What follows belongs to an exercise in optimizing a design on an open flow for small area and a short achievable clock period; a production flow would make more cautious choices.
No run shown here included a check of the RTL's function; only the layout flow was run.
No activity file was given, so power comes from the tool's default toggle rates.

`config.mk`:
```
export PLATFORM = sky130hd
export DESIGN_NAME = alu
export DESIGN_NICKNAME = alu
export VERILOG_FILES = /design/flow/design.v
export SDC_FILE = /design/flow/constraint.sdc
export NUM_CORES = 4
export LEC_CHECK = 0
export ABC_AREA = 1
export CAP_MARGIN = 20
export CORE_MARGIN = 2
export CORE_UTILIZATION = 40
export CTS_BUF_LIST = sky130_fd_sc_hd__clkbuf_8
export GPL_TIMING_DRIVEN = 0
export SETUP_SLACK_MARGIN = 2.0
export SLEW_MARGIN = 20
```
`constraint.sdc`:
```
create_clock -name core_clock -period 4.6 [get_ports {clk}]
set_input_delay 0.9200 -clock core_clock [delete_from_list [all_inputs] [get_ports {clk}]]
set_output_delay 0.9200 -clock core_clock [all_outputs]
set_load 0.01 [all_outputs]
```
`design.v`:
```
module alu(
  input   wire  [63:0]    in1       ,
  input   wire  [63:0]    in2       ,
  input   wire  [2:0]     op        ,
  input   wire            in_valid  ,
  output  wire            in_ready  ,
  output  wire  [63:0]    res       ,
  output  reg             out_valid ,
  input   wire            out_ready ,
  input   wire            clk       ,
  input   wire            rstn      
);
  wire sub   = op[0] & ~op[1];
  wire addop = ~op[2] & ~op[1];           
  wire andor = op[2] & op[1];             
  wire keepp = ~op[2] | (op[1] & op[0]);  
  wire [63:0] b = in2 ^ {64{sub}};
  wire [63:0] p = in1 ^ b;    
  wire [63:0] g = in1 & b;    
  wire [63:0] ci;
  wire [15:0] bg;         
  wire [15:0] bp;         
  assign ci[0] = sub;
  assign ci[1] = g[0] | (p[0] & ci[0]);
  assign ci[2] = g[1] | (p[1] & ci[1]);
  assign ci[3] = g[2] | (p[2] & ci[2]);
  assign bg[0] = g[3] | (p[3] & ci[3]);
  assign bp[0] = &p[3:0];
  assign ci[4] = 1'b0;
  assign ci[5] = g[4] | (p[4] & ci[4]);
  assign ci[6] = g[5] | (p[5] & ci[5]);
  assign ci[7] = g[6] | (p[6] & ci[6]);
  assign bg[1] = g[7] | (p[7] & ci[7]);
  assign bp[1] = &p[7:4];
  assign ci[8] = 1'b0;
  assign ci[9] = g[8] | (p[8] & ci[8]);
  assign ci[10] = g[9] | (p[9] & ci[9]);
  assign ci[11] = g[10] | (p[10] & ci[10]);
  assign bg[2] = g[11] | (p[11] & ci[11]);
  assign bp[2] = &p[11:8];
  assign ci[12] = 1'b0;
  assign ci[13] = g[12] | (p[12] & ci[12]);
  assign ci[14] = g[13] | (p[13] & ci[13]);
  assign ci[15] = g[14] | (p[14] & ci[14]);
  assign bg[3] = g[15] | (p[15] & ci[15]);
  assign bp[3] = &p[15:12];
  assign ci[16] = 1'b0;
  assign ci[17] = g[16] | (p[16] & ci[16]);
  assign ci[18] = g[17] | (p[17] & ci[17]);
  assign ci[19] = g[18] | (p[18] & ci[18]);
  assign bg[4] = g[19] | (p[19] & ci[19]);
  assign bp[4] = &p[19:16];
  assign ci[20] = 1'b0;
  assign ci[21] = g[20] | (p[20] & ci[20]);
  assign ci[22] = g[21] | (p[21] & ci[21]);
  assign ci[23] = g[22] | (p[22] & ci[22]);
  assign bg[5] = g[23] | (p[23] & ci[23]);
  assign bp[5] = &p[23:20];
  assign ci[24] = 1'b0;
  assign ci[25] = g[24] | (p[24] & ci[24]);
  assign ci[26] = g[25] | (p[25] & ci[25]);
  assign ci[27] = g[26] | (p[26] & ci[26]);
  assign bg[6] = g[27] | (p[27] & ci[27]);
  assign bp[6] = &p[27:24];
  assign ci[28] = 1'b0;
  assign ci[29] = g[28] | (p[28] & ci[28]);
  assign ci[30] = g[29] | (p[29] & ci[29]);
  assign ci[31] = g[30] | (p[30] & ci[30]);
  assign bg[7] = g[31] | (p[31] & ci[31]);
  assign bp[7] = &p[31:28];
  assign ci[32] = 1'b0;
  assign ci[33] = g[32] | (p[32] & ci[32]);
  assign ci[34] = g[33] | (p[33] & ci[33]);
  assign ci[35] = g[34] | (p[34] & ci[34]);
  assign bg[8] = g[35] | (p[35] & ci[35]);
  assign bp[8] = &p[35:32];
  assign ci[36] = 1'b0;
  assign ci[37] = g[36] | (p[36] & ci[36]);
  assign ci[38] = g[37] | (p[37] & ci[37]);
  assign ci[39] = g[38] | (p[38] & ci[38]);
  assign bg[9] = g[39] | (p[39] & ci[39]);
  assign bp[9] = &p[39:36];
  assign ci[40] = 1'b0;
  assign ci[41] = g[40] | (p[40] & ci[40]);
  assign ci[42] = g[41] | (p[41] & ci[41]);
  assign ci[43] = g[42] | (p[42] & ci[42]);
  assign bg[10] = g[43] | (p[43] & ci[43]);
  assign bp[10] = &p[43:40];
  assign ci[44] = 1'b0;
  assign ci[45] = g[44] | (p[44] & ci[44]);
  assign ci[46] = g[45] | (p[45] & ci[45]);
  assign ci[47] = g[46] | (p[46] & ci[46]);
  assign bg[11] = g[47] | (p[47] & ci[47]);
  assign bp[11] = &p[47:44];
  assign ci[48] = 1'b0;
  assign ci[49] = g[48] | (p[48] & ci[48]);
  assign ci[50] = g[49] | (p[49] & ci[49]);
  assign ci[51] = g[50] | (p[50] & ci[50]);
  assign bg[12] = g[51] | (p[51] & ci[51]);
  assign bp[12] = &p[51:48];
  assign ci[52] = 1'b0;
  assign ci[53] = g[52] | (p[52] & ci[52]);
  assign ci[54] = g[53] | (p[53] & ci[53]);
  assign ci[55] = g[54] | (p[54] & ci[54]);
  assign bg[13] = g[55] | (p[55] & ci[55]);
  assign bp[13] = &p[55:52];
  assign ci[56] = 1'b0;
  assign ci[57] = g[56] | (p[56] & ci[56]);
  assign ci[58] = g[57] | (p[57] & ci[57]);
  assign ci[59] = g[58] | (p[58] & ci[58]);
  assign bg[14] = g[59] | (p[59] & ci[59]);
  assign bp[14] = &p[59:56];
  assign ci[60] = 1'b0;
  assign ci[61] = g[60] | (p[60] & ci[60]);
  assign ci[62] = g[61] | (p[61] & ci[61]);
  assign ci[63] = g[62] | (p[62] & ci[62]);
  assign bg[15] = g[63] | (p[63] & ci[63]);
  assign bp[15] = &p[63:60];
  wire tg0_1 = bg[1] | (bp[1] & bg[0]);
  wire tg0_3 = bg[3] | (bp[3] & bg[2]);
  wire tp0_3 = bp[3] & bp[2];
  wire tg0_5 = bg[5] | (bp[5] & bg[4]);
  wire tp0_5 = bp[5] & bp[4];
  wire tg0_7 = bg[7] | (bp[7] & bg[6]);
  wire tp0_7 = bp[7] & bp[6];
  wire tg0_9 = bg[9] | (bp[9] & bg[8]);
  wire tp0_9 = bp[9] & bp[8];
  wire tg0_11 = bg[11] | (bp[11] & bg[10]);
  wire tp0_11 = bp[11] & bp[10];
  wire tg0_13 = bg[13] | (bp[13] & bg[12]);
  wire tp0_13 = bp[13] & bp[12];
  wire tg0_15 = bg[15] | (bp[15] & bg[14]);
  wire tp0_15 = bp[15] & bp[14];
  wire tg1_2 = bg[2] | (bp[2] & tg0_1);
  wire tg1_3 = tg0_3 | (tp0_3 & tg0_1);
  wire tg1_6 = bg[6] | (bp[6] & tg0_5);
  wire tp1_6 = bp[6] & tp0_5;
  wire tg1_7 = tg0_7 | (tp0_7 & tg0_5);
  wire tp1_7 = tp0_7 & tp0_5;
  wire tg1_10 = bg[10] | (bp[10] & tg0_9);
  wire tp1_10 = bp[10] & tp0_9;
  wire tg1_11 = tg0_11 | (tp0_11 & tg0_9);
  wire tp1_11 = tp0_11 & tp0_9;
  wire tg1_14 = bg[14] | (bp[14] & tg0_13);
  wire tp1_14 = bp[14] & tp0_13;
  wire tg1_15 = tg0_15 | (tp0_15 & tg0_13);
  wire tp1_15 = tp0_15 & tp0_13;
  wire tg2_4 = bg[4] | (bp[4] & tg1_3);
  wire tg2_5 = tg0_5 | (tp0_5 & tg1_3);
  wire tg2_6 = tg1_6 | (tp1_6 & tg1_3);
  wire tg2_7 = tg1_7 | (tp1_7 & tg1_3);
  wire tg2_12 = bg[12] | (bp[12] & tg1_11);
  wire tp2_12 = bp[12] & tp1_11;
  wire tg2_13 = tg0_13 | (tp0_13 & tg1_11);
  wire tp2_13 = tp0_13 & tp1_11;
  wire tg2_14 = tg1_14 | (tp1_14 & tg1_11);
  wire tp2_14 = tp1_14 & tp1_11;
  wire tg2_15 = tg1_15 | (tp1_15 & tg1_11);
  wire tp2_15 = tp1_15 & tp1_11;
  wire tg3_8 = bg[8] | (bp[8] & tg2_7);
  wire tg3_9 = tg0_9 | (tp0_9 & tg2_7);
  wire tg3_10 = tg1_10 | (tp1_10 & tg2_7);
  wire tg3_11 = tg1_11 | (tp1_11 & tg2_7);
  wire tg3_12 = tg2_12 | (tp2_12 & tg2_7);
  wire tg3_13 = tg2_13 | (tp2_13 & tg2_7);
  wire tg3_14 = tg2_14 | (tp2_14 & tg2_7);
  wire tg3_15 = tg2_15 | (tp2_15 & tg2_7);
  wire [15:1] cb;
  assign cb[1] = bg[0];
  assign cb[2] = tg0_1;
  assign cb[3] = tg1_2;
  assign cb[4] = tg1_3;
  assign cb[5] = tg2_4;
  assign cb[6] = tg2_5;
  assign cb[7] = tg2_6;
  assign cb[8] = tg2_7;
  assign cb[9] = tg3_8;
  assign cb[10] = tg3_9;
  assign cb[11] = tg3_10;
  assign cb[12] = tg3_11;
  assign cb[13] = tg3_12;
  assign cb[14] = tg3_13;
  assign cb[15] = tg3_14;
  wire [63:0] cf;   
  assign cf[3:0] = ci[3:0];
  assign cf[7:4] = ci[7:4];
  assign cf[11:8] = ci[11:8];
  assign cf[15:12] = ci[15:12];
  assign cf[19:16] = ci[19:16];
  assign cf[23:20] = ci[23:20];
  assign cf[27:24] = ci[27:24];
  assign cf[31:28] = ci[31:28];
  assign cf[35:32] = ci[35:32];
  assign cf[39:36] = ci[39:36];
  assign cf[43:40] = ci[43:40];
  assign cf[47:44] = ci[47:44];
  assign cf[51:48] = ci[51:48];
  assign cf[55:52] = ci[55:52];
  assign cf[59:56] = ci[59:56];
  assign cf[63:60] = ci[63:60];
  wire [63:0] part = (p & {64{keepp}}) ^ ((cf & {64{addop}}) | (g & {64{andor}}));
  assign in_ready = ~(out_valid & ~out_ready);
  wire load = in_ready;
  reg [63:0] part_q;           
  reg [15:1] cb_q;           
  always @(posedge clk) begin
    if (load) begin
      part_q <= part;
      cb_q   <= cb[15:1] & {15{addop}};
    end
  end
  always @(posedge clk) begin
    out_valid <= rstn & (in_valid | ~in_ready);
  end
  wire [63:0] inc;
  assign inc[0] = 1'b0;
  assign inc[1] = 1'b0;
  assign inc[2] = 1'b0;
  assign inc[3] = 1'b0;
  assign inc[4] = cb_q[1];
  assign inc[5] = cb_q[1] & (&part_q[4:4]);
  assign inc[6] = cb_q[1] & (&part_q[5:4]);
  assign inc[7] = cb_q[1] & (&part_q[6:4]);
  assign inc[8] = cb_q[2];
  assign inc[9] = cb_q[2] & (&part_q[8:8]);
  assign inc[10] = cb_q[2] & (&part_q[9:8]);
  assign inc[11] = cb_q[2] & (&part_q[10:8]);
  assign inc[12] = cb_q[3];
  assign inc[13] = cb_q[3] & (&part_q[12:12]);
  assign inc[14] = cb_q[3] & (&part_q[13:12]);
  assign inc[15] = cb_q[3] & (&part_q[14:12]);
  assign inc[16] = cb_q[4];
  assign inc[17] = cb_q[4] & (&part_q[16:16]);
  assign inc[18] = cb_q[4] & (&part_q[17:16]);
  assign inc[19] = cb_q[4] & (&part_q[18:16]);
  assign inc[20] = cb_q[5];
  assign inc[21] = cb_q[5] & (&part_q[20:20]);
  assign inc[22] = cb_q[5] & (&part_q[21:20]);
  assign inc[23] = cb_q[5] & (&part_q[22:20]);
  assign inc[24] = cb_q[6];
  assign inc[25] = cb_q[6] & (&part_q[24:24]);
  assign inc[26] = cb_q[6] & (&part_q[25:24]);
  assign inc[27] = cb_q[6] & (&part_q[26:24]);
  assign inc[28] = cb_q[7];
  assign inc[29] = cb_q[7] & (&part_q[28:28]);
  assign inc[30] = cb_q[7] & (&part_q[29:28]);
  assign inc[31] = cb_q[7] & (&part_q[30:28]);
  assign inc[32] = cb_q[8];
  assign inc[33] = cb_q[8] & (&part_q[32:32]);
  assign inc[34] = cb_q[8] & (&part_q[33:32]);
  assign inc[35] = cb_q[8] & (&part_q[34:32]);
  assign inc[36] = cb_q[9];
  assign inc[37] = cb_q[9] & (&part_q[36:36]);
  assign inc[38] = cb_q[9] & (&part_q[37:36]);
  assign inc[39] = cb_q[9] & (&part_q[38:36]);
  assign inc[40] = cb_q[10];
  assign inc[41] = cb_q[10] & (&part_q[40:40]);
  assign inc[42] = cb_q[10] & (&part_q[41:40]);
  assign inc[43] = cb_q[10] & (&part_q[42:40]);
  assign inc[44] = cb_q[11];
  assign inc[45] = cb_q[11] & (&part_q[44:44]);
  assign inc[46] = cb_q[11] & (&part_q[45:44]);
  assign inc[47] = cb_q[11] & (&part_q[46:44]);
  assign inc[48] = cb_q[12];
  assign inc[49] = cb_q[12] & (&part_q[48:48]);
  assign inc[50] = cb_q[12] & (&part_q[49:48]);
  assign inc[51] = cb_q[12] & (&part_q[50:48]);
  assign inc[52] = cb_q[13];
  assign inc[53] = cb_q[13] & (&part_q[52:52]);
  assign inc[54] = cb_q[13] & (&part_q[53:52]);
  assign inc[55] = cb_q[13] & (&part_q[54:52]);
  assign inc[56] = cb_q[14];
  assign inc[57] = cb_q[14] & (&part_q[56:56]);
  assign inc[58] = cb_q[14] & (&part_q[57:56]);
  assign inc[59] = cb_q[14] & (&part_q[58:56]);
  assign inc[60] = cb_q[15];
  assign inc[61] = cb_q[15] & (&part_q[60:60]);
  assign inc[62] = cb_q[15] & (&part_q[61:60]);
  assign inc[63] = cb_q[15] & (&part_q[62:60]);
  assign res = part_q ^ inc;
endmodule
```
`flow/run.sh`:
```
#!/bin/bash
# Layout flow: the standard ORFS flow (standard.sh, with the standard
# synthesis unchanged), except that the port buffers that global placement
# puts on every input and output are sky130_fd_sc_hd__buf_1 instead of the
# delay buffer buffer_ports picks by default. Every port still gets its own
# buffer. The make output goes to standard.log in the work folder; ORFS keeps
# each step's log under orfs/logs/.
set -euo pipefail
bash standard.sh "BUFFER_PORTS_ARGS=-buffer_cell sky130_fd_sc_hd__buf_1" finish > standard.log 2>&1
```
`standard.sh`:
```
#!/bin/bash
# synth_recipe.tcl (not shown) runs the flow's synth.tcl, then flattens the netlist and writes it again
# the make line also repeats each setting of config.mk as NAME=value (left out here)
make -C /OpenROAD-flow-scripts/flow DESIGN_CONFIG=/design/flow/config.mk WORK_HOME=/design/flow/orfs CLKGATE_MAP_FILE= SYNTH_SCRIPT=/design/flow/synth_recipe.tcl "${@:-finish}"
```
==> out/metrics.yaml, run 1 <==
run_status:
  status: "complete, no violations"
setup_path:
  startpoint: "op[1]"
  critPathCaptureType: "register"
  cp_slowest_cell: "ha_1"
  path_common_cell: "nand2_2"
  worst_ep_arrival_time_ps: 2920
  crit_path_start_kind: "input pin"
  required_ps: 4740
  worstPathCellList: "buf_12 > inv_16 > nand2_8 > buf_12 > xnor2_1 > ha_1 > nand2_1 > nand2_2 > a21oi_2 > o21ai_2 > nand2_1 > nand2_2 > nand3_1 > nand3_2 > nand2_2 > nand2_8 > nand2_2 > nand2_1"
  crit_path_max_incr_delay_ps: 340
  cp_max_fo: 8
  critPathKind: "input pin to register"
  reg2reg_from: "out_valid"
sta:
  fin_worst_skew_ps: 14.5
  finalMaxSlewViolations: 0
  grt_setup_unrepaired: "yes"
  worst_pin_slew_ps: 820
  final.period_utilization_pct: 60.5
  setup_ws_ps: 1820
  fin_crit_ps: 2780
  fmax_mhz: 359
  hold_viol: 0
  fin_tns_setup_ps: 0
  setup_viol: 0
  slew_headroom_pct: 45.4
routing:
  antenna_left: 0
  drt_pass1_iterations: 5
  drtIter0Drc: 489
  vias_per_cell: 5.00
  num_vias: 6283
  wl_um: 21400
  drc_errors: 0
  drt-wirelength-per-cell_um: 17.0
logic_synthesis:
  synthTopCellsByArea: "edfxtp_1, ha_1, xnor2_1"
  synthMostInstantiatedCell: "nand2_1"
  syn_area_sq_um: 6880
  postSynthCellCount: 769
  ys_async_sr_fraction_pct: 0
  ys_seq_elements: 80
  synth_ff_type: "edfxtp_1"
  ys_top_cells_by_count: "nand2_1, xnor2_1, edfxtp_1, ha_1, xor2_1"
  avgSynthCellArea_sq_um: 8.94
  seq_area_frac_synth_pct: 34.8
  yosys.area.top_type_share_pct: 34.5
  synth_warnings: 1
  yosysTopAreaCell: "edfxtp_1"
  synth_cell_types: 28
  syn-num-nets: 983
  synth_edf_count: 79
floorplan:
  rows: 47
  coreArea_sq_um: 16700
  dieArea_sq_um: 18300
  start_util_pct: 41.2
  chipWidth_um: 135
  die_y_um: 135
  ios: 201
layout:
  drive_above_1_share_pct: 14.6
  design_area_sq_um: 8910
  diodes: 0
  fin_cells: 1257
  syn_to_final_growth_pct: 29.5
  nets: 1246
  fillers: 1667
place:
  hpwl_um: 14600
  portBuffers: 200
  pre_cts_ws_ps: 1030
  dpl_cell_area_sq_um: 8000
  routabilityCongestion: 0.829
  dp_cells: 1189
clock_network:
  cts.clk_slew.worst_paths_ps: 80
  clk_latency_ps: 380
  cts_num_sinks: 80
  clk_path_buf_depth: 2
  clockRootBuffer: "clkbuf_8"
  cts_buffers: 9
  hold_buffers: 0
  cts_tree: "built"
  cts_max_level: 3
global_route:
  grt_start_max_net_pins: 41
  grt_use_total_pct: 23.0
  antenna_found_initial: 0
  grt_pass1_vias: 5986
  grt_overflow_total: 0
  grt_pass1_wl_um: 31700
hold_path:
  hold_class: "input pin to register"
  min_from: "rstn"
power_and_ir_drop:
  p_per_area_nw_per_um2: 294
  power.leakage_uw: 0.00386
  peakVddDrop_uv: 131
job:
  drv_cap: 0
worst paths after layout:
path,endpoint,slack (ps),cells past startpoint
worst max-delay path,cb_q[13],1820,18
worst min-delay path,out_valid,770,2
worst max register to register,part_q[20],2960,1
worst min register to register,part_q[49],910,1
cell families (layout without fill, tap and decap cells):
family,after synthesis,in the layout,share of synthesized area [%]
simple gates,234,238,14.0
xor+xnor,172,172,21.9
compound gates,103,103,8.99
buf+inv,101,365,5.91
flops,80,80,34.8
fa+ha+maj,79,79,14.4
per-stage QoR:
step	util (%)	power (uW)	hold slack [ps]
5_1_grt	53.3	2770	785
3_5_place_dp	47.9	1990	1150
4_1_cts	51.5	2560	756
6_report	53.3	2620	768
3_3_place_gp	47.9	1970	1140
2_1_floorplan	-	1680	1060
layer usage:
layer,vias up,GRT usage (%),share of wire [%]
met2,251,38.6,48
li1,3104,-,-
met5,-,0,0
met1,2902,31.0,43
met3,26,2.99,6.9
met4,0,7.35,1.9
flip-flops by register name (all words and copies together), names as in the netlist:
name	flops
cb_q	15
part_q	64
out_valid	1
power by group:
part / internal (uW) / switching [uW] / total [uW]
clock: 241 / 276 / 517
sequential: 963 / 65.4 / 1030
combinational: 462 / 613 / 1080
total: 1670 / 955 / 2620
final cells by class:
type	instances	area, sq um	share of cell area, %
Clock buffer	9	124	1.39
Timing Repair Buffer	248	1140	12.8
Sequential cell	80	2390	26.9
Inverter	74	298	3.34
Multi-Input combinational cell	592	4390	49.3
Buffer	27	228	2.56
Tap cell	220	275	3.09
Clock inverter	7	53.8	0.604
cells in the final DEF, fill, tap and decap left out, types with 16 or more instances in the layout:
master    count
buf_1       198
nand2_1     145
xnor2_1      95
edfxtp_1     79
ha_1         77
xor2_1       73
inv_1        69
buf_4        53
nor2_1       27
nand3_1      19
a21oi_2      17
nand2_2      16
timing repair:
| action | in CTS | in global routing |
|---|---|---|
| pin swaps | 29 | 38 |
| resized for setup | 51 | 43 |
| buffers inserted | 30 | 18 |
| endpoints found under the setup margin | 79 | 17 |
| endpoints found under the hold margin | 0 | 0 |
| cloned | 4 | 0 |
critical path: cells and delay by family:
| kind | cells | cell delay (ps) |
|---|---|---|
| simple gates | 11 | 910 |
| compound gates | 2 | 280 |
| buf+inv | 3 | 340 |
| xor+xnor | 1 | 120 |
| fa+ha+maj | 1 | 340 |
==> inputs of run 2 (changes only) <==
--- a/config.mk
+++ b/config.mk
@@ -10,6 +10,6 @@
 export CORE_MARGIN = 2
 export CORE_UTILIZATION = 40
 export CTS_BUF_LIST = sky130_fd_sc_hd__clkbuf_8
-export GPL_TIMING_DRIVEN = 0
+export GPL_ROUTABILITY_DRIVEN = 0
 export SETUP_SLACK_MARGIN = 2.0
 export SLEW_MARGIN = 20
==> run 2 against run 1 <==
Compared with the run above:
- via count down 6.7%
- total power down 5.4%
- hold slack better by 5.4 ps
- register-to-register slack better by 80 ps
- clock power down 6.0%
- die area unchanged
- largest power group is now sequential cells
==> out/metrics.yaml, run 2 <==
run_status:
  status: "complete, no violations"
routing:
  num_vias: 5865
  drtIter0Drc: 269
  antenna_left: 0
  drc_errors: 0
  vias_per_cell: 4.91
  wl_um: 18400
  drt-wirelength-per-cell_um: 15.4
  drt_pass1_iterations: 5
logic_synthesis:
  synth_ff_type: "edfxtp_1"
  syn-num-nets: 983
  yosys.area.top_type_share_pct: 34.5
  synthTopCellsByArea: "edfxtp_1, ha_1, xnor2_1"
  ys_async_sr_fraction_pct: 0
  synth_cell_types: 28
  syn_area_sq_um: 6880
  avgSynthCellArea_sq_um: 8.94
  yosysTopAreaCell: "edfxtp_1"
  synthMostInstantiatedCell: "nand2_1"
  ys_seq_elements: 80
  synth_edf_count: 79
  seq_area_frac_synth_pct: 34.8
  synth_warnings: 1
  ys_top_cells_by_count: "nand2_1, xnor2_1, edfxtp_1, ha_1, xor2_1"
  postSynthCellCount: 769
place:
  hpwl_um: 12500
  portBuffers: 200
sta:
  final.period_utilization_pct: 57.7
  worst_pin_slew_ps: 728
  setup_viol: 0
  grt_setup_unrepaired: "yes"
  fin_worst_skew_ps: 5.18
  hold_viol: 0
  finalMaxSlewViolations: 0
  fin_crit_ps: 2660
  slew_headroom_pct: 51.5
  fin_tns_setup_ps: 0
  fmax_mhz: 377
  whs_ps: 774
layout:
  layout_commonest_cell: "buf_1"
  multi_input_area_sq_um: 4370
  syn_to_final_growth_pct: 22.2
  largestRegisters: "part_q: 64 flops, cb_q: 15 flops, out_valid: 1 flops"
  nets: 1187
  top_register: "part_q"
  diodes: 0
  layout_common_cells: "buf_1, nand2_1, xnor2_1"
  drive_above_1_share_pct: 8.00
  seq_area_sq_um: 2390
  largest_reg_flops: 64
  fillers: 1656
clock_network:
  clk_latency_ps: 360
  cts_max_level: 3
  clk_path_buf_depth: 2
  clockRootBuffer: "clkbuf_8"
  hold_buffers: 0
  cts_buffers: 9
  cts.clk_slew.worst_paths_ps: 80
  cts_tree: "built"
  cts_num_sinks: 80
setup_path:
  cp_top_family: "compound AO/OA/AOI/OAI gates"
  critPathKind: "input pin to register"
  critPathCaptureType: "register"
  cp_slowest_cell: "ha_1"
  critPathBufInv: 2
  crit_path_start_kind: "input pin"
  path_common_cell: "a21oi_2"
  crit_path_max_incr_delay_ps: 310
  worstPathCellList: "buf_12 > clkinv_16 > nand2_8 > xnor2_1 > ha_1 > a21oi_2 > o21ai_2 > a21oi_2 > o21ai_0 > nor2_1 > o21ai_4 > a31oi_1 > nand2_2"
  required_ps: 4720
  worst_ep_arrival_time_ps: 2780
  cp_max_fo: 8
  rrSetupSlack_ps: 3040
power_and_ir_drop:
  peakVddDrop_uv: 122
  power.leakage_uw: 0.00355
  p_per_area_nw_per_um2: 295
  finalPower_uw: 2480
global_route:
  grt_use_total_pct: 20.1
  grt_pass1_vias: 5577
  grt_start_max_net_pins: 65
  grt_pass1_wl_um: 28100
  antenna_found_initial: 0
  grt_overflow_total: 0
floorplan:
  rows: 47
  coreArea_sq_um: 16700
  chipWidth_um: 135
  die_y_um: 135
  ios: 201
  start_util_pct: 41.2
  dieArea_sq_um: 18300
hold_path:
  hold_class: "input pin to register"
job:
  drv_cap: 0
-- run 2: worst register-to-register path: cells and delay by family, from the launching register on --
kind                   cells  cell delay, ps
and+or+nand+nor            1             290
buffers and inverters      1             510
DFF                        1             360
-- run 2: metrics by stage --
stage                     worst slack, ps  cells  area [sq um]  utilization, %
after floorplan                      1790    769          6970               -
after global placement               1010   1168          7880            47.2
after CTS                            1930   1193          8270            49.5
after detailed placement              928   1168          7880            47.2
after global routing                 1810   1195          8410            50.3
final                                1940   1195          8410            50.3
-- run 2: kinds of logic (layout without fill, tap and decap cells) --
kind of cell	after synthesis	after routing	synth area share, %
buffers and inverters	101	302	5.91
adders and majority gates	79	79	14.4
and+or+nand+nor	234	239	14.0
DFF	80	80	34.8
AOI/OAI and AO/OA	103	103	8.99
xor gates and xnor gates	172	172	21.9
-- run 2: layout make-up --
type / count / area share [%]
clock inverter: 4 / 0.491
clock buffer: 9 / 1.47
inverter: 74 / 3.68
sequential: 80 / 28.5
timing repair buffer: 215 / 10.7
multi-input combinational: 593 / 51.9
tap: 220 / 3.27
-- run 2: repair_timing --
| item | 4_1_cts | 5_1_grt |
|---|---|---|
| pin swaps | 24 | 19 |
| setup endpoints to repair | 47 | 21 |
| gates cloned | 5 | 0 |
| resized for setup | 29 | 32 |
| setup buffers | 7 | 2 |
-- run 2: worst paths after layout --
check / start / end / depth (start not counted)
setup / recovery: op[1] / cb_q[14] / 13
hold reg to reg: out_valid / part_q[16] / 1
setup reg to reg: out_valid / cb_q[9] / 2
hold / removal: in_valid / out_valid / 3
-- run 2: layer usage --
metal / wire length (um) / track usage (%) / vias up
li1: - / - / 2993
met3: 1160 / 3.97 / 23
met2: 8720 / 33.6 / 179
met1: 8190 / 26.0 / 2670
met4: 369 / 7.41 / 0
met5: 0 / 0 / -
-- run 2: where the power goes --
group,leakage [uW],internal [uW],switching [uW]
clock network,0.0000911,236,250
registers,0.000873,964,64.5
logic,0.00259,397,568
==> inputs of run 3 (changes only) <==
--- a/flow/run.sh
+++ b/flow/run.sh
@@ -6,4 +6,4 @@
 # buffer. The make output goes to standard.log in the work folder; ORFS keeps
 # each step's log under orfs/logs/.
 set -euo pipefail
-bash standard.sh "BUFFER_PORTS_ARGS=-buffer_cell sky130_fd_sc_hd__buf_1" finish > standard.log 2>&1
+bash standard.sh "BUFFER_PORTS_ARGS=-buffer_cell sky130_fd_sc_hd__buf_1" RECOVER_POWER=100 finish > standard.log 2>&1
--- a/config.mk
+++ b/config.mk
@@ -10,6 +10,5 @@
 export CORE_MARGIN = 2
 export CORE_UTILIZATION = 40
 export CTS_BUF_LIST = sky130_fd_sc_hd__clkbuf_8
-export GPL_ROUTABILITY_DRIVEN = 0
 export SETUP_SLACK_MARGIN = 2.0
 export SLEW_MARGIN = 20
==> run 3 against run 2 <==
Compared with the run above:
- now fails the layout checks on max-capacitance violations, max-slew violations
- critical path depth is 2 higher
- clock skew is 0.78 ps higher
- wire length hardly changed
- synthesized cell count stayed put
- global-route usage stayed put
- clock power hardly changed
- flip-flop and latch count stayed put
- critical endpoint is now cb_q[13]
- largest cell class unchanged
==> out/metrics.yaml, run 3 <==
run_status:
  status: "failed layout checks"
  so_faults: "max-capacitance violations, max-slew violations"
global_route:
  grt_use_total_pct: 20.1
  grt_start_max_net_pins: 65
  grt_pass1_vias: 5577
  antenna_found_initial: 0
  grt_pass1_wl_um: 28100
  grt_overflow_total: 0
place:
  pre_cts_ws_ps: 928
  portBuffers: 200
  dp_cells: 1168
  routabilityCongestion: 0.802
  hpwl_um: 12500
floorplan:
  die_y_um: 135
  ios: 201
  start_util_pct: 41.2
  dieArea_sq_um: 18300
  chipWidth_um: 135
  rows: 47
  coreArea_sq_um: 16700
layout:
  drive_above_1_share_pct: 7.08
  layout_common_cells: "buf_1, nand2_1, xnor2_1"
  layout_commonest_cell: "buf_1"
  largestRegisters: "part_q: 64 flops, cb_q: 15 flops, out_valid: 1 flops"
  fin_cells: 1195
  diodes: 0
  nets: 1187
  largest_reg_flops: 64
  top_register: "part_q"
  syn_to_final_growth_pct: 21.4
  final_util_pct: 50.0
routing:
  num_vias: 5844
  antenna_left: 0
  drtIter0Drc: 267
  drt-wirelength-per-cell_um: 15.4
  drt_pass1_iterations: 5
  drc_errors: 0
  wl_um: 18400
  vias_per_cell: 4.89
sta:
  worst_pin_slew_ps: 2150
  slew_headroom_pct: -43.2
  setup_viol: 0
  grt_setup_unrepaired: "yes"
  final.period_utilization_pct: 75.7
  fmax_mhz: 287
  setup_ws_ps: 1120
  fin_tns_setup_ps: 0
  finalMaxSlewViolations: 41
  fin_worst_skew_ps: 5.96
  fin_crit_ps: 3480
  hold_viol: 0
setup_path:
  critPathCaptureType: "register"
  rr_worst_depth: 3
  critPathKind: "input pin to register"
  required_ps: 4720
  worst_ep_arrival_time_ps: 3600
  cp_max_fo: 8
  crit_path_start_kind: "input pin"
clock_network:
  cts_tree: "built"
  cts_max_level: 3
  clk_path_buf_depth: 2
  cts_buffers: 9
  cts.clk_slew.worst_paths_ps: 80
  clockRootBuffer: "clkbuf_8"
  hold_buffers: 0
  cts_num_sinks: 80
  clk_latency_ps: 360
power_and_ir_drop:
  power.leakage_uw: 0.00353
  finalPower_uw: 2470
  p_per_area_nw_per_um2: 296
  peakVddDrop_uv: 122
hold_path:
  min_path_cells: 3
  hold_class: "input pin to register"
logic_synthesis:
  ys_top_cells_by_count: "nand2_1, xnor2_1, edfxtp_1, ha_1, xor2_1"
  ys_async_sr_fraction_pct: 0
  synth_edf_count: 79
  postSynthCellCount: 769
  synthTopCellsByArea: "edfxtp_1, ha_1, xnor2_1"
  syn-num-nets: 983
  synth_ff_type: "edfxtp_1"
  yosys.area.top_type_share_pct: 34.5
  avgSynthCellArea_sq_um: 8.94
  seq_area_frac_synth_pct: 34.8
  ys_seq_elements: 80
  synth_cell_types: 28
  synthMostInstantiatedCell: "nand2_1"
  yosysTopAreaCell: "edfxtp_1"
  synth_warnings: 1
  syn_area_sq_um: 6880
job:
  drv_cap: 1
-- run 3: changes by cell type in the layout (fill, tap and decap cells not counted), sizes merged --
cell / change
clkbuf: +5
buf: -5
-- run 3: final timing paths --
path | from | end | slack [ps]
hold reg to reg | out_valid | part_q[16] | 860
setup reg to reg | out_valid | out_valid | 1920
setup / recovery | op[1] | cb_q[13] | 1120
hold / removal | in_valid | out_valid | 770
-- run 3: logic make-up (layout without fill, tap and decap cells) --
group                      Yosys count  in the layout  share of synthesized area (%)
buffers and inverters              101            302                           5.91
adders and majority gates           79             79                           14.4
DFF                                 80             80                           34.8
xor gates and xnor gates           172            172                           21.9
and+or+nand+nor                    234            239                           14.0
AOI/OAI and AO/OA                  103            103                           8.99
-- run 3: where the power goes --
group / internal, uW / total (uW) / switching [uW]
sequential: 964 / 1030 / 64.2
combinational: 393 / 958 / 565
clock: 236 / 486 / 250
-- run 3: what timing repair did --
item / CTS / global route
gates resized for setup: 29 / 32
pin swaps: 24 / 19
endpoints found under the setup margin: 47 / 21
setup buffers: 7 / 2
gates cloned: 5 / 0
-- run 3: routing by layer --
metal	GRT usage, %	vias up	part of all wire, %
li1	-	2988	-
met2	33.6	184	47
met3	3.97	23	6.1
met1	26.0	2649	45
met4	7.41	0	2.0
met5	0	-	0
-- run 3: per-stage QoR --
step,hold slack (ps),instance area [sq um]
2_1_floorplan,1060,6970
3_3_place_gp,1020,7880
3_5_place_dp,1030,7880
4_1_cts,760,8270
5_1_grt,794,8350
6_report,773,8350
-- run 3: cell type report --
class,count,area (sq um)
Fill cell,1669,8350
Multi-Input combinational cell,593,4340
Sequential cell,80,2390
Timing Repair Buffer,215,873
Inverter,74,309
Tap cell,220,275
Clock buffer,9,124
Clock inverter,4,41.3
-- run 3: worst max-delay path, cell delays in order --
cell and delay [ps]:
clkbuf_1 400, clkinv_16 170, nand2_1 580, xnor2_1 200, ha_1 310, a21oi_2 150, inv_1 50, a21oi_1 160
o21ai_1 100, a22oi_1 140, nand3_1 100, nand2_2 130, nand2_8 80, nand2_1 60, nand2_1 40
==> inputs of run 4 (changes only) <==
--- a/design.v
+++ b/design.v
@@ -183,10 +183,22 @@
   assign cb[15] = tg3_14;
   wire [63:0] cf;   
   assign cf[3:0] = ci[3:0];
-  assign cf[7:4] = ci[7:4];
-  assign cf[11:8] = ci[11:8];
-  assign cf[15:12] = ci[15:12];
-  assign cf[19:16] = ci[19:16];
+  assign cf[4] = cb[1];
+  assign cf[5] = ci[5] | ((&p[4:4]) & cb[1]);
+  assign cf[6] = ci[6] | ((&p[5:4]) & cb[1]);
+  assign cf[7] = ci[7] | ((&p[6:4]) & cb[1]);
+  assign cf[8] = cb[2];
+  assign cf[9] = ci[9] | ((&p[8:8]) & cb[2]);
+  assign cf[10] = ci[10] | ((&p[9:8]) & cb[2]);
+  assign cf[11] = ci[11] | ((&p[10:8]) & cb[2]);
+  assign cf[12] = cb[3];
+  assign cf[13] = ci[13] | ((&p[12:12]) & cb[3]);
+  assign cf[14] = ci[14] | ((&p[13:12]) & cb[3]);
+  assign cf[15] = ci[15] | ((&p[14:12]) & cb[3]);
+  assign cf[16] = cb[4];
+  assign cf[17] = ci[17] | ((&p[16:16]) & cb[4]);
+  assign cf[18] = ci[18] | ((&p[17:16]) & cb[4]);
+  assign cf[19] = ci[19] | ((&p[18:16]) & cb[4]);
   assign cf[23:20] = ci[23:20];
   assign cf[27:24] = ci[27:24];
   assign cf[31:28] = ci[31:28];
@@ -202,11 +214,11 @@
   assign in_ready = ~(out_valid & ~out_ready);
   wire load = in_ready;
   reg [63:0] part_q;           
-  reg [15:1] cb_q;           
+  reg [15:5] cb_q;           
   always @(posedge clk) begin
     if (load) begin
       part_q <= part;
-      cb_q   <= cb[15:1] & {15{addop}};
+      cb_q   <= cb[15:5] & {11{addop}};
     end
   end
   always @(posedge clk) begin
@@ -217,22 +229,22 @@
   assign inc[1] = 1'b0;
   assign inc[2] = 1'b0;
   assign inc[3] = 1'b0;
-  assign inc[4] = cb_q[1];
-  assign inc[5] = cb_q[1] & (&part_q[4:4]);
-  assign inc[6] = cb_q[1] & (&part_q[5:4]);
-  assign inc[7] = cb_q[1] & (&part_q[6:4]);
-  assign inc[8] = cb_q[2];
-  assign inc[9] = cb_q[2] & (&part_q[8:8]);
-  assign inc[10] = cb_q[2] & (&part_q[9:8]);
-  assign inc[11] = cb_q[2] & (&part_q[10:8]);
-  assign inc[12] = cb_q[3];
-  assign inc[13] = cb_q[3] & (&part_q[12:12]);
-  assign inc[14] = cb_q[3] & (&part_q[13:12]);
-  assign inc[15] = cb_q[3] & (&part_q[14:12]);
-  assign inc[16] = cb_q[4];
-  assign inc[17] = cb_q[4] & (&part_q[16:16]);
-  assign inc[18] = cb_q[4] & (&part_q[17:16]);
-  assign inc[19] = cb_q[4] & (&part_q[18:16]);
+  assign inc[4] = 1'b0;
+  assign inc[5] = 1'b0;
+  assign inc[6] = 1'b0;
+  assign inc[7] = 1'b0;
+  assign inc[8] = 1'b0;
+  assign inc[9] = 1'b0;
+  assign inc[10] = 1'b0;
+  assign inc[11] = 1'b0;
+  assign inc[12] = 1'b0;
+  assign inc[13] = 1'b0;
+  assign inc[14] = 1'b0;
+  assign inc[15] = 1'b0;
+  assign inc[16] = 1'b0;
+  assign inc[17] = 1'b0;
+  assign inc[18] = 1'b0;
+  assign inc[19] = 1'b0;
   assign inc[20] = cb_q[5];
   assign inc[21] = cb_q[5] & (&part_q[20:20]);
   assign inc[22] = cb_q[5] & (&part_q[21:20]);
--- a/flow/run.sh
+++ b/flow/run.sh
@@ -6,4 +6,4 @@
 # buffer. The make output goes to standard.log in the work folder; ORFS keeps
 # each step's log under orfs/logs/.
 set -euo pipefail
-bash standard.sh "BUFFER_PORTS_ARGS=-buffer_cell sky130_fd_sc_hd__buf_1" RECOVER_POWER=100 finish > standard.log 2>&1
+bash standard.sh "BUFFER_PORTS_ARGS=-buffer_cell sky130_fd_sc_hd__buf_1" finish > standard.log 2>&1
==> run 4 against run 3 <==
Compared with the run above:
- the run now finishes clean
- sequential share of layout area decreased by 3.6 points
- global-route usage increased by 0.53 points
- critical path depth increased by 2
- synthesized area decreased by 0.11%
- clock power increased by 9.7%
- largest cell class unchanged
==> out/metrics.yaml, run 4 <==
clock_network:
  cts_tree: "built"
  cts_max_level: 3
  clk_latency_ps: 380
  clk_path_buf_depth: 2
  cts_num_sinks: 76
  clockRootBuffer: "clkbuf_8"
  hold_buffers: 0
  cts_buffers: 9
  cts.clk_slew.worst_paths_ps: 90
floorplan:
  ios: 201
  die_y_um: 135
  start_util_pct: 41.1
  dieArea_sq_um: 18200
  coreArea_sq_um: 16700
  chipWidth_um: 135
  rows: 47
logic_synthesis:
  avgSynthCellArea_sq_um: 8.60
  synth_cell_types: 34
  yosysTopAreaCell: "edfxtp_1"
  ys_seq_elements: 76
  syn-num-nets: 1009
  ys_top_cells_by_count: "nand2_1, xnor2_1, inv_1, edfxtp_1, ha_1"
  synth_warnings: 1
  seq_area_frac_synth_pct: 33.1
  synthMostInstantiatedCell: "nand2_1"
  syn_area_sq_um: 6870
  synth_ff_type: "edfxtp_1"
  synthTopCellsByArea: "edfxtp_1, ha_1, xnor2_1"
  yosys.area.top_type_share_pct: 32.8
  synth_edf_count: 75
  postSynthCellCount: 799
  ys_async_sr_fraction_pct: 0
routing:
  vias_per_cell: 4.95
  drtIter0Drc: 270
  wl_um: 19300
  num_vias: 6205
  antenna_left: 0
  drc_errors: 0
  drt_pass1_iterations: 5
  drt-wirelength-per-cell_um: 15.4
setup_path:
  worst_ep_arrival_time_ps: 2880
  r2r-end: "part_q[29]"
  required_ps: 4740
  rrSetupSlack_ps: 3010
  critPathKind: "input pin to register"
  rr_worst_depth: 2
  critPathCaptureType: "register"
  cp_max_fo: 7
  reg2reg_from: "out_valid"
  crit_path_start_kind: "input pin"
hold_path:
  min_from: "in_valid"
  min_path_cells: 3
  hold_class: "input pin to register"
  hold_path_end: "out_valid"
sta:
  final.period_utilization_pct: 59.6
  fin_crit_ps: 2740
  worst_pin_slew_ps: 1080
  setup_viol: 0
  finalMaxSlewViolations: 0
  hold_viol: 0
  fin_worst_skew_ps: 18.5
  grt_setup_unrepaired: "yes"
  fmax_mhz: 364
  slew_headroom_pct: 27.6
  fin_tns_setup_ps: 0
layout:
  drive_above_1_share_pct: 18.0
  layout_common_cells: "buf_1, nand2_1, xnor2_1"
  fin_cells: 1253
  syn_to_final_growth_pct: 32.0
  largestRegisters: "part_q: 64 flops, cb_q: 11 flops, out_valid: 1 flops"
  largest_reg_flops: 64
  nets: 1236
  top_register: "part_q"
  layout_commonest_cell: "buf_1"
power_and_ir_drop:
  power.leakage_uw: 0.00391
  peakVddDrop_uv: 140
  p_per_area_nw_per_um2: 291
place:
  routabilityCongestion: 0.826
  hpwl_um: 12700
  portBuffers: 200
  dp_cells: 1179
global_route:
  grt_start_max_net_pins: 55
  grt_overflow_total: 0
  grt_use_total_pct: 20.7
  grt_pass1_vias: 6044
  antenna_found_initial: 1
  grt_pass1_wl_um: 29100
run_status:
  status: "complete, no violations"
job:
  drv_cap: 0
## run 4: changes by cell type after synthesis, moves of 8 or more
cell     before  now
buf_1        10    2
buf_2         1   12
buf_4         7   20
inv_1        69   81
nand3_1      20   37
nor2_1       31   44
xnor2_1      99   85
## run 4: layout make-up
type,count,area [sq um]
repair buffers,262,1430
multi-input cells,594,4560
fillers,1572,7630
inverters,83,329
clock inverters,7,68.8
clock buffers,9,124
diodes,2,5.00
well taps,220,275
flip-flops and latches,76,2270
## run 4: metal layers
layer | part of all wire (%) | up-vias | GRT usage, %
li1 | - | 3116 | -
met1 | 40 | 2870 | 23.3
met2 | 50 | 185 | 37.4
met3 | 6.8 | 34 | 4.84
met4 | 2.4 | 0 | 8.62
met5 | 0 | - | 0
## run 4: worst max-delay path, stage by stage
cell and delay [ps]:
buf_12 110, inv_12 50, nand2_8 80, buf_12 160
buf_6 130, xnor2_1 120, ha_1 340, nand2_1 110
nand2_2 70, a21oi_2 180, nand2_4 110, nand2_4 100
nand2_8 100, nand2_8 90, nand2_8 70, nand3_2 60
nand2_1 70
## run 4: metrics by stage
| stage | hold WS (ps) | setup WS [ps] | utilization (%) | area [sq um] | power [uW] |
|---|---|---|---|---|---|
| after detailed placement | 971 | 852 | 46.6 | 7780 | 1900 |
| after global routing | 764 | 1780 | 54.3 | 9060 | 2800 |
| after floorplan | 1060 | 1700 | - | 6960 | 1660 |
| final | 773 | 1860 | 54.3 | 9070 | 2640 |
| after global placement | 947 | 952 | 46.6 | 7780 | 1890 |
| after CTS | 761 | 1890 | 51.2 | 8550 | 2540 |
## run 4: cells by family (layout without fill, tap and decap cells)
family                     count (synthesis)  after routing  share of synthesized area, %
buffers and inverters                    129            361                          8.36
adders and majority gates                 75             75                          13.7
AOI/OAI and AO/OA                        103            103                          9.18
other                                      0              2                             0
and+or+nand+nor                          264            264                          16.4
DFF                                       76             76                          33.1
xor gates and xnor gates                 152            152                          19.4
## run 4: how the worst max path moves through the flow
stage               start  slack [ps]  depth (start not counted)         end
detailed placement  op[1]         850                         18    cb_q[15]
CTS                 op[1]        1890                         16  part_q[33]
global route        op[1]        1780                         17     cb_q[9]
global placement    op[1]         950                         18    cb_q[13]
finish              op[1]        1860                         17    cb_q[10]
floorplan           op[1]        1700                         18    cb_q[10]
## run 4: where the power goes
group | leakage (uW) | internal [uW] | switching [uW]
clock network | 0.0000887 | 248 | 285
registers | 0.000828 | 920 | 59.9
logic | 0.00300 | 494 | 631
## run 4: repair_timing
action | in CTS | in global routing
pin swaps | 27 | 67
cloned | 4 | 1
setup buffers | 34 | 17
gates resized for setup | 55 | 82
endpoints found under the setup margin | 66 | 35
==> inputs of run 5 (changes only) <==
--- a/design.v
+++ b/design.v
@@ -199,10 +199,22 @@
   assign cf[17] = ci[17] | ((&p[16:16]) & cb[4]);
   assign cf[18] = ci[18] | ((&p[17:16]) & cb[4]);
   assign cf[19] = ci[19] | ((&p[18:16]) & cb[4]);
-  assign cf[23:20] = ci[23:20];
-  assign cf[27:24] = ci[27:24];
-  assign cf[31:28] = ci[31:28];
-  assign cf[35:32] = ci[35:32];
+  assign cf[20] = cb[5];
+  assign cf[21] = ci[21] | ((&p[20:20]) & cb[5]);
+  assign cf[22] = ci[22] | ((&p[21:20]) & cb[5]);
+  assign cf[23] = ci[23] | ((&p[22:20]) & cb[5]);
+  assign cf[24] = cb[6];
+  assign cf[25] = ci[25] | ((&p[24:24]) & cb[6]);
+  assign cf[26] = ci[26] | ((&p[25:24]) & cb[6]);
+  assign cf[27] = ci[27] | ((&p[26:24]) & cb[6]);
+  assign cf[28] = cb[7];
+  assign cf[29] = ci[29] | ((&p[28:28]) & cb[7]);
+  assign cf[30] = ci[30] | ((&p[29:28]) & cb[7]);
+  assign cf[31] = ci[31] | ((&p[30:28]) & cb[7]);
+  assign cf[32] = cb[8];
+  assign cf[33] = ci[33] | ((&p[32:32]) & cb[8]);
+  assign cf[34] = ci[34] | ((&p[33:32]) & cb[8]);
+  assign cf[35] = ci[35] | ((&p[34:32]) & cb[8]);
   assign cf[39:36] = ci[39:36];
   assign cf[43:40] = ci[43:40];
   assign cf[47:44] = ci[47:44];
@@ -214,11 +226,11 @@
   assign in_ready = ~(out_valid & ~out_ready);
   wire load = in_ready;
   reg [63:0] part_q;           
-  reg [15:5] cb_q;           
+  reg [15:9] cb_q;           
   always @(posedge clk) begin
     if (load) begin
       part_q <= part;
-      cb_q   <= cb[15:5] & {11{addop}};
+      cb_q   <= cb[15:9] & {7{addop}};
     end
   end
   always @(posedge clk) begin
@@ -245,22 +257,22 @@
   assign inc[17] = 1'b0;
   assign inc[18] = 1'b0;
   assign inc[19] = 1'b0;
-  assign inc[20] = cb_q[5];
-  assign inc[21] = cb_q[5] & (&part_q[20:20]);
-  assign inc[22] = cb_q[5] & (&part_q[21:20]);
-  assign inc[23] = cb_q[5] & (&part_q[22:20]);
-  assign inc[24] = cb_q[6];
-  assign inc[25] = cb_q[6] & (&part_q[24:24]);
-  assign inc[26] = cb_q[6] & (&part_q[25:24]);
-  assign inc[27] = cb_q[6] & (&part_q[26:24]);
-  assign inc[28] = cb_q[7];
-  assign inc[29] = cb_q[7] & (&part_q[28:28]);
-  assign inc[30] = cb_q[7] & (&part_q[29:28]);
-  assign inc[31] = cb_q[7] & (&part_q[30:28]);
-  assign inc[32] = cb_q[8];
-  assign inc[33] = cb_q[8] & (&part_q[32:32]);
-  assign inc[34] = cb_q[8] & (&part_q[33:32]);
-  assign inc[35] = cb_q[8] & (&part_q[34:32]);
+  assign inc[20] = 1'b0;
+  assign inc[21] = 1'b0;
+  assign inc[22] = 1'b0;
+  assign inc[23] = 1'b0;
+  assign inc[24] = 1'b0;
+  assign inc[25] = 1'b0;
+  assign inc[26] = 1'b0;
+  assign inc[27] = 1'b0;
+  assign inc[28] = 1'b0;
+  assign inc[29] = 1'b0;
+  assign inc[30] = 1'b0;
+  assign inc[31] = 1'b0;
+  assign inc[32] = 1'b0;
+  assign inc[33] = 1'b0;
+  assign inc[34] = 1'b0;
+  assign inc[35] = 1'b0;
   assign inc[36] = cb_q[9];
   assign inc[37] = cb_q[9] & (&part_q[36:36]);
   assign inc[38] = cb_q[9] & (&part_q[37:36]);
==> run 5 against run 4 <==
Compared with the run above:
- still clean
- global-route usage down 0.33 points
- hold slack better by 3.0 ps
- total power decreased by 4.0%
- flip-flop and latch count shrank 4
- cell area decreased by 2.8%
- clock power shrank 6.2%
- non-clock buffer count shrank 12
==> out/metrics.yaml, run 5 <==
routing:
  wl_um: 19500
  drt-wirelength-per-cell_um: 15.2
  drtIter0Drc: 303
  num_vias: 6291
  drt_pass1_iterations: 5
  vias_per_cell: 4.91
  antenna_left: 0
  drc_errors: 0
logic_synthesis:
  synth_cell_types: 37
  avgSynthCellArea_sq_um: 8.16
  ys_top_cells_by_count: "nand2_1, inv_1, xnor2_1, edfxtp_1, ha_1"
  synthMostInstantiatedCell: "nand2_1"
  ys_seq_elements: 72
  syn_area_sq_um: 6930
  ys_async_sr_fraction_pct: 0
  syn-num-nets: 1055
  postSynthCellCount: 849
  seq_area_frac_synth_pct: 31.1
  yosysTopAreaCell: "edfxtp_1"
  yosys.area.top_type_share_pct: 30.8
  synth_ff_type: "edfxtp_1"
  synthTopCellsByArea: "edfxtp_1, ha_1, xnor2_1"
  synth_warnings: 1
  synth_edf_count: 71
sta:
  setup_viol: 0
  worst_pin_slew_ps: 1030
  fmax_mhz: 340
  setup_ws_ps: 1660
  final.period_utilization_pct: 64.0
  grt_setup_unrepaired: "yes"
  slew_headroom_pct: 31.2
  finalMaxSlewViolations: 0
  fin_tns_setup_ps: 0
  fin_worst_skew_ps: 9.91
  hold_viol: 0
  fin_crit_ps: 2940
power_and_ir_drop:
  power.leakage_uw: 0.00389
  p_per_area_nw_per_um2: 287
  peakVddDrop_uv: 122
setup_path:
  r2r-end: "part_q[61]"
  required_ps: 4720
  crit_path_start_kind: "input pin"
  worst_ep_arrival_time_ps: 3060
  critPathCaptureType: "register"
  critPathKind: "input pin to register"
  rr_worst_depth: 2
  rrSetupSlack_ps: 2990
  cp_max_fo: 8
  reg2reg_from: "out_valid"
clock_network:
  clockRootBuffer: "clkbuf_8"
  cts.clk_slew.worst_paths_ps: 80
  clk_path_buf_depth: 2
  cts_max_level: 3
  hold_buffers: 0
  cts_buffers: 9
  cts_num_sinks: 72
  cts_tree: "built"
  clk_latency_ps: 360
run_status:
  status: "complete, no violations"
layout:
  nets: 1256
  diodes: 0
  top_register: "part_q"
  largest_reg_flops: 64
  syn_to_final_growth_pct: 27.2
  drive_above_1_share_pct: 17.3
  layout_common_cells: "buf_1, nand2_1, inv_1"
  layout_commonest_cell: "buf_1"
  largestRegisters: "part_q: 64 flops, cb_q: 7 flops, out_valid: 1 flops"
global_route:
  antenna_found_initial: 0
  grt_pass1_vias: 5829
  grt_pass1_wl_um: 28800
  grt_use_total_pct: 20.3
  grt_overflow_total: 0
  grt_start_max_net_pins: 53
hold_path:
  min_from: "in_valid"
  min_path_cells: 3
  hold_path_end: "out_valid"
  hold_class: "input pin to register"
place:
  routabilityCongestion: 0.806
  pre_cts_ws_ps: 828
  portBuffers: 200
  hpwl_um: 12800
floorplan:
  dieArea_sq_um: 18400
  rows: 48
  die_y_um: 136
  chipWidth_um: 136
  start_util_pct: 40.5
  coreArea_sq_um: 17100
  ios: 201
job:
  drv_cap: 0
## run 5: changes by cell type after synthesis, moves of 7 or more
cell / before / now
buf_4: 20 / 36
inv_1: 81 / 95
a21oi_1: 32 / 39
nand2_1: 154 / 178
nor2_1: 44 / 53
xor2_1: 67 / 44
## run 5: per-layer routing
metal / up-vias / global-route usage (%) / wire length [um]
li1: 3170 / - / -
met1: 2875 / 25.8 / 8220
met2: 215 / 34.7 / 9660
met3: 31 / 3.44 / 1220
met4: 0 / 7.58 / 391
met5: - / 0 / 0
## run 5: power breakdown
part | internal [uW] | leakage [uW] | switching, uW
clock network | 242 | 0.0000981 | 259
registers | 879 | 0.000782 | 59.4
logic | 451 | 0.00301 | 641
total | 1570 | 0.00389 | 959
## run 5: how the worst max path moves through the flow
stage	start	to	slack, ps	depth (start not counted)
floorplan	op[1]	part_q[34]	1560	20
global placement	op[1]	cb_q[13]	800	14
detailed placement	op[1]	cb_q[14]	830	14
CTS	op[1]	cb_q[11]	1710	17
global route	op[1]	cb_q[11]	1560	19
finish	op[1]	cb_q[11]	1660	19
## run 5: final cells by class
type / count / area, sq um
clock buffer: 9 / 124
clock inverter: 7 / 56.3
fill: 1700 / 8300
inverter: 97 / 379
multi-input combinational: 620 / 4570
sequential: 72 / 2150
tap: 225 / 282
timing repair buffer: 250 / 1250
## run 5: through the flow
stage          instance area [sq um]  cells  hold slack, ps  total power [uW]  util, %
5_1_grt                         8810   1280             785              2700     51.5
3_3_place_gp                    7730   1220             962              1860     45.1
3_5_place_dp                    7730   1220             963              1860     45.1
2_1_floorplan                   7030    849            1060              1660        -
4_1_cts                         8320   1258             760              2440     48.6
6_report                        8810   1280             776              2530     51.5
## run 5: cells by family after synthesis
kind of cell	after synthesis	share of synthesized area, %
flops	72	31.1
compound gates	111	9.61
xor+xnor	132	16.7
fa+ha+maj	71	12.8
simple gates	304	19.1
buf+inv	159	10.7
## run 5: critical path: stages
cell      delay (ps)
buf_12           110
inv_12            60
nand2_8           80
buf_16           170
xnor2_2          130
ha_1             330
a21oi_2          140
inv_1             70
nand2_1           70
nand2_2           80
a21oi_4          180
nand2_4           90
nand2_4          100
nand2_8           90
nand2_8          100
buf_12           110
nand2_8           70
nand3b_1         110
a21oi_2           60
## run 5: what timing repair did
action	4_1_cts	5_1_grt
setup buffers	18	22
cloned	4	0
gates resized for setup	52	84
pin swaps	28	41
endpoints found under the setup margin	67	58

==> what the ideal ports hide <==
No port has a modelled driver above. Below, the same layouts with a new extraction and two added sets of constraints. Step 1, drivers: a clkbuf_16 drives clk and a buf_2 each remaining input, both assumed. Step 2 also shifts input and output timing later by t, the mid clock arrival at the registers, as if the neighbouring blocks saw the same clock. Three values: ideal, step 1, step 2; two values: the first two.
| run | shift t [ns] | setup slack, ns | worst setup path at the end | worst register clock-pin slew, ns | worst data-port slew with drivers (ns) |
|---|---|---|---|---|---|
| run 1 | 0.411 | 1.816 / 1.806 / 1.394 | input to register | 0.09 / 0.09 | 0.06 |
| run 2 | 0.393 | 1.945 / 1.931 / 1.538 | input to register | 0.08 / 0.08 | 0.06 |
| run 3 | 0.392 | 1.120 / 1.131 / 0.739 | input to register | 0.08 / 0.08 | 0.06 |
| run 4 | 0.409 | 1.856 / 1.848 / 1.439 | input to register | 0.10 / 0.10 | 0.07 |
| run 5 | 0.393 | 1.656 / 1.647 / 1.255 | input to register | 0.09 / 0.09 | 0.06 |
The setup slack of run 1, which loses most, moves by -0.010 ns with the drivers and by -0.422 ns with both steps.
